Context: an optimization exercise on an open-source flow, tuned for small area. The choices shown serve that exercise and are no tape-out recipe.
The RTL was checked by simulation tests, not by an equivalence proof against the original design.
No activity file was given, so power comes from the tool's default toggle rates.

Setup of zinc:
// seg_595_dynamic
module seg_595_dynamic
(
    input   wire        sys_clk     ,
    input   wire        sys_rst_n   ,
    input   wire [19:0] data        ,
    input   wire [5:0]  point       ,
    input   wire        sign        ,
    input   wire        seg_en      ,
    output  reg         ds          ,
    output  reg         shcp        ,
    output  wire        stcp        ,
    output  wire        oe
);
Size in the first run: about 430 cells after synthesis, ~0.0042 mm² of cells after synthesis.
export LEC_CHECK = 0
export CAP_MARGIN = 20
export CORE_MARGIN = 2
export CORE_UTILIZATION = 40
export SLEW_MARGIN = 20
create_clock -name core_clock -period 5.0 [get_ports {sys_clk}]
standard.sh (not shown) runs the stock make flow with config.mk's settings and CLKGATE_MAP_FILE= SYNTH_SCRIPT=/design/flow/synth_recipe.tcl, a recipe that flattens the netlist after the stock synthesis.
==> flow/flow/run.sh <==
#!/bin/bash
# Own layout flow: the standard ORFS flow with
#  - input/output port buffers of the smallest buffer cell,
#  - clock tree synthesis without dummy loads, from clkbuf_8 buffers,
#  - after placement resizing, every cell set to the smallest-area variant of
#    its function (later repair steps upsize again where timing needs it).
# Each tool's output goes to the ORFS logs under orfs/logs; make's own output
# goes to flow_make.log here.
set -euo pipefail
W=$(pwd)
export BUFFER_PORTS_ARGS="-buffer_cell sky130_fd_sc_hd__buf_1"
export CTS_ARGS="-sink_clustering_enable -repair_clock_nets -dont_use_dummy_load -buf_list sky130_fd_sc_hd__clkbuf_16 -sink_clustering_size 50 -sink_clustering_max_diameter 300"
export POST_RESIZE_TCL="$W/flow/downsize.tcl"
bash standard.sh > "$W/flow_make.log" 2>&1
==> flow/flow/downsize.tcl <==
# Set every standard cell to the smallest-area variant with the same base name
# (e.g. mux2_2 -> mux2_1). Tap, fill and decap cells are left alone.
set db [ord::get_db]
array set best_area {}
array set best_name {}
foreach lib [$db getLibs] {
  foreach m [$lib getMasters] {
    set n [$m getName]
    if {![regexp {^(sky130_fd_sc_hd__[a-z0-9]+)_([0-9]+)$} $n -> base sz]} { continue }
    if {[regexp {lpflow|probe|tap|fill|decap|clkdly|dlygate|dlymetal} $n]} { continue }
    set a [expr {[$m getWidth] * [$m getHeight]}]
    if {![info exists best_area($base)] || $a < $best_area($base)} {
      set best_area($base) $a
      set best_name($base) $n
    }
  }
}
set count 0
foreach inst [[ord::get_db_block] getInsts] {
  set n [[$inst getMaster] getName]
  if {![regexp {^(sky130_fd_sc_hd__[a-z0-9]+)_([0-9]+)$} $n -> base sz]} { continue }
  if {![info exists best_name($base)]} { continue }
  set b $best_name($base)
  if {$b ne $n} {
    set m [[ord::get_db_block] findInst [$inst getName]]
    replace_cell [$inst getName] $b
    incr count
  }
}
puts "downsize: replaced $count cells"
Setup changes, zinc to yarrow
-- flow/flow/run.sh --
<<< zinc, line 10
W=$(pwd)
export BUFFER_PORTS_ARGS="-buffer_cell sky130_fd_sc_hd__buf_1"
export CTS_ARGS="-sink_clustering_enable -repair_clock_nets -dont_use_dummy_load -buf_list sky130_fd_sc_hd__clkbuf_16 -sink_clustering_size 50 -sink_clustering_max_diameter 300"
export POST_RESIZE_TCL="$W/flow/downsize.tcl"
bash standard.sh > "$W/flow_make.log" 2>&1
>>> yarrow, line 10
W=$(pwd)
export BUFFER_PORTS_ARGS="-buffer_cell sky130_fd_sc_hd__buf_1"
export CTS_ARGS="-sink_clustering_enable -repair_clock_nets -dont_use_dummy_load -buf_list sky130_fd_sc_hd__clkbuf_8"
export POST_RESIZE_TCL="$W/flow/downsize.tcl"
bash standard.sh > "$W/flow_make.log" 2>&1
==> comparison <==
yarrow: no failed stages, no open violations at the end. zinc → yarrow: worst-case setup margin in the final layout has decreased; core utilization dropped 1.0 points; worst hold slack held steady.
#### Input delta (willow over yarrow)
- an added CTS_CLUSTER_DIAMETER of 100
- an added CTS_BUF_LIST of sky130_fd_sc_hd__clkbuf_8
- an added CTS_CLUSTER_SIZE of 40
==> flow/run.sh (new file) <==
#!/bin/bash
# synth_recipe.tcl (not shown) runs the flow's synth.tcl, then flattens the netlist and writes it again
# the make line also repeats each setting of config.mk as NAME=value (left out here)
make -C /OpenROAD-flow-scripts/flow DESIGN_CONFIG=/design/flow/config.mk WORK_HOME=/design/flow/orfs CLKGATE_MAP_FILE= SYNTH_SCRIPT=/design/flow/synth_recipe.tcl finish
removed: flow/flow/run.sh
removed: flow/flow/downsize.tcl
removed: flow/standard.sh
## What came out
- yarrow and willow ended up with roughly the same minimum setup slack after placement.
- When willow is set beside yarrow, its register-to-register slack turns out to be 0.27 ns larger.
- willow: PASS, flow complete, no timing, DRC or antenna violations
- Compared with yarrow, wire length of the first global-routing pass in willow increased slightly.
- In terms of final routed wire length divided by cell count, yarrow and willow differ only marginally.
Input changes introduced in pepper (baseline for comparison: willow):
- CTS_BUF_LIST no longer set, was sky130_fd_sc_hd__clkbuf_8
- CTS_CLUSTER_SIZE no longer set, was 40
- CTS_CLUSTER_DIAMETER no longer set, was 100
==> flow/flow/run.sh (new file) <==
#!/bin/bash
# Own layout flow: the standard ORFS flow with
#  - input/output port buffers of the smallest buffer cell,
#  - clock tree synthesis without dummy loads, from clkbuf_8 buffers,
#  - after placement resizing, every cell set to the smallest-area variant of
#    its function (later repair steps upsize again where timing needs it).
# Each tool's output goes to the ORFS logs under orfs/logs; make's own output
# goes to flow_make.log here.
set -euo pipefail
W=$(pwd)
export BUFFER_PORTS_ARGS="-buffer_cell sky130_fd_sc_hd__buf_1"
export CTS_ARGS="-sink_clustering_enable -repair_clock_nets -dont_use_dummy_load -buf_list sky130_fd_sc_hd__clkbuf_4"
export POST_RESIZE_TCL="$W/flow/downsize.tcl"
bash standard.sh > "$W/flow_make.log" 2>&1
==> flow/flow/downsize.tcl (new file) <==
# Set every standard cell to the smallest-area variant with the same base name
# (e.g. mux2_2 -> mux2_1). Tap, fill and decap cells are left alone.
set db [ord::get_db]
array set best_area {}
array set best_name {}
foreach lib [$db getLibs] {
  foreach m [$lib getMasters] {
    set n [$m getName]
    if {![regexp {^(sky130_fd_sc_hd__[a-z0-9]+)_([0-9]+)$} $n -> base sz]} { continue }
    if {[regexp {lpflow|probe|tap|fill|decap|clkdly|dlygate|dlymetal} $n]} { continue }
    set a [expr {[$m getWidth] * [$m getHeight]}]
    if {![info exists best_area($base)] || $a < $best_area($base)} {
      set best_area($base) $a
      set best_name($base) $n
    }
  }
}
set count 0
foreach inst [[ord::get_db_block] getInsts] {
  set n [[$inst getMaster] getName]
  if {![regexp {^(sky130_fd_sc_hd__[a-z0-9]+)_([0-9]+)$} $n -> base sz]} { continue }
  if {![info exists best_name($base)]} { continue }
  set b $best_name($base)
  if {$b ne $n} {
    set m [[ord::get_db_block] findInst [$inst getName]]
    replace_cell [$inst getName] $b
    incr count
  }
}
puts "downsize: replaced $count cells"
==> flow/standard.sh (new file) <==
#!/bin/bash
# synth_recipe.tcl (not shown) runs the flow's synth.tcl, then flattens the netlist and writes it again
# the make line also repeats each setting of config.mk as NAME=value (left out here)
make -C /OpenROAD-flow-scripts/flow DESIGN_CONFIG=/design/flow/config.mk WORK_HOME=/design/flow/orfs CLKGATE_MAP_FILE= SYNTH_SCRIPT=/design/flow/synth_recipe.tcl "${@:-finish}"
removed: flow/run.sh
Results
| total number of vias | pepper vs willow | ≈ equal |
Combinational fraction of design power of pepper is on par with willow.
| overall fraction of global-route tracks in use | lower: pepper |

-- separate check: timing with driven ports --
No port has a modelled driver above. Below, the same layouts with a new extraction and two added sets of constraints. Step 1: set_driving_cell puts a clkbuf_16 on sys_clk and a buf_2 on each other input, an assumption about the parent block. Step 2 moves the port delays by t, midway between the first and last clock arrival at a register: inputs arrive t later, outputs are due t later. That takes back most of the time a late clock gives input paths. Slacks: ideal ports / drivers / drivers and shift; pairs: ideal ports / drivers.
run	shift t [ns]	setup WS [ns]	worst setup path after step 2	worst register clock-pin slew, ns
zinc	0.362	1.274 / 1.274 / 1.274	register to register	0.06 / 0.06
yarrow	0.364	1.253 / 1.253 / 1.253	register to register	0.07 / 0.07
willow	0.380	1.453 / 1.466 / 1.086	input to register	0.07 / 0.07
pepper	0.428	1.316 / 1.316 / 1.316	register to register	0.11 / 0.11
After both steps setup and hold are still met in every run listed. The setup slack of willow, which loses most, moves by +0.013 ns with the drivers and by -0.367 ns with both steps.
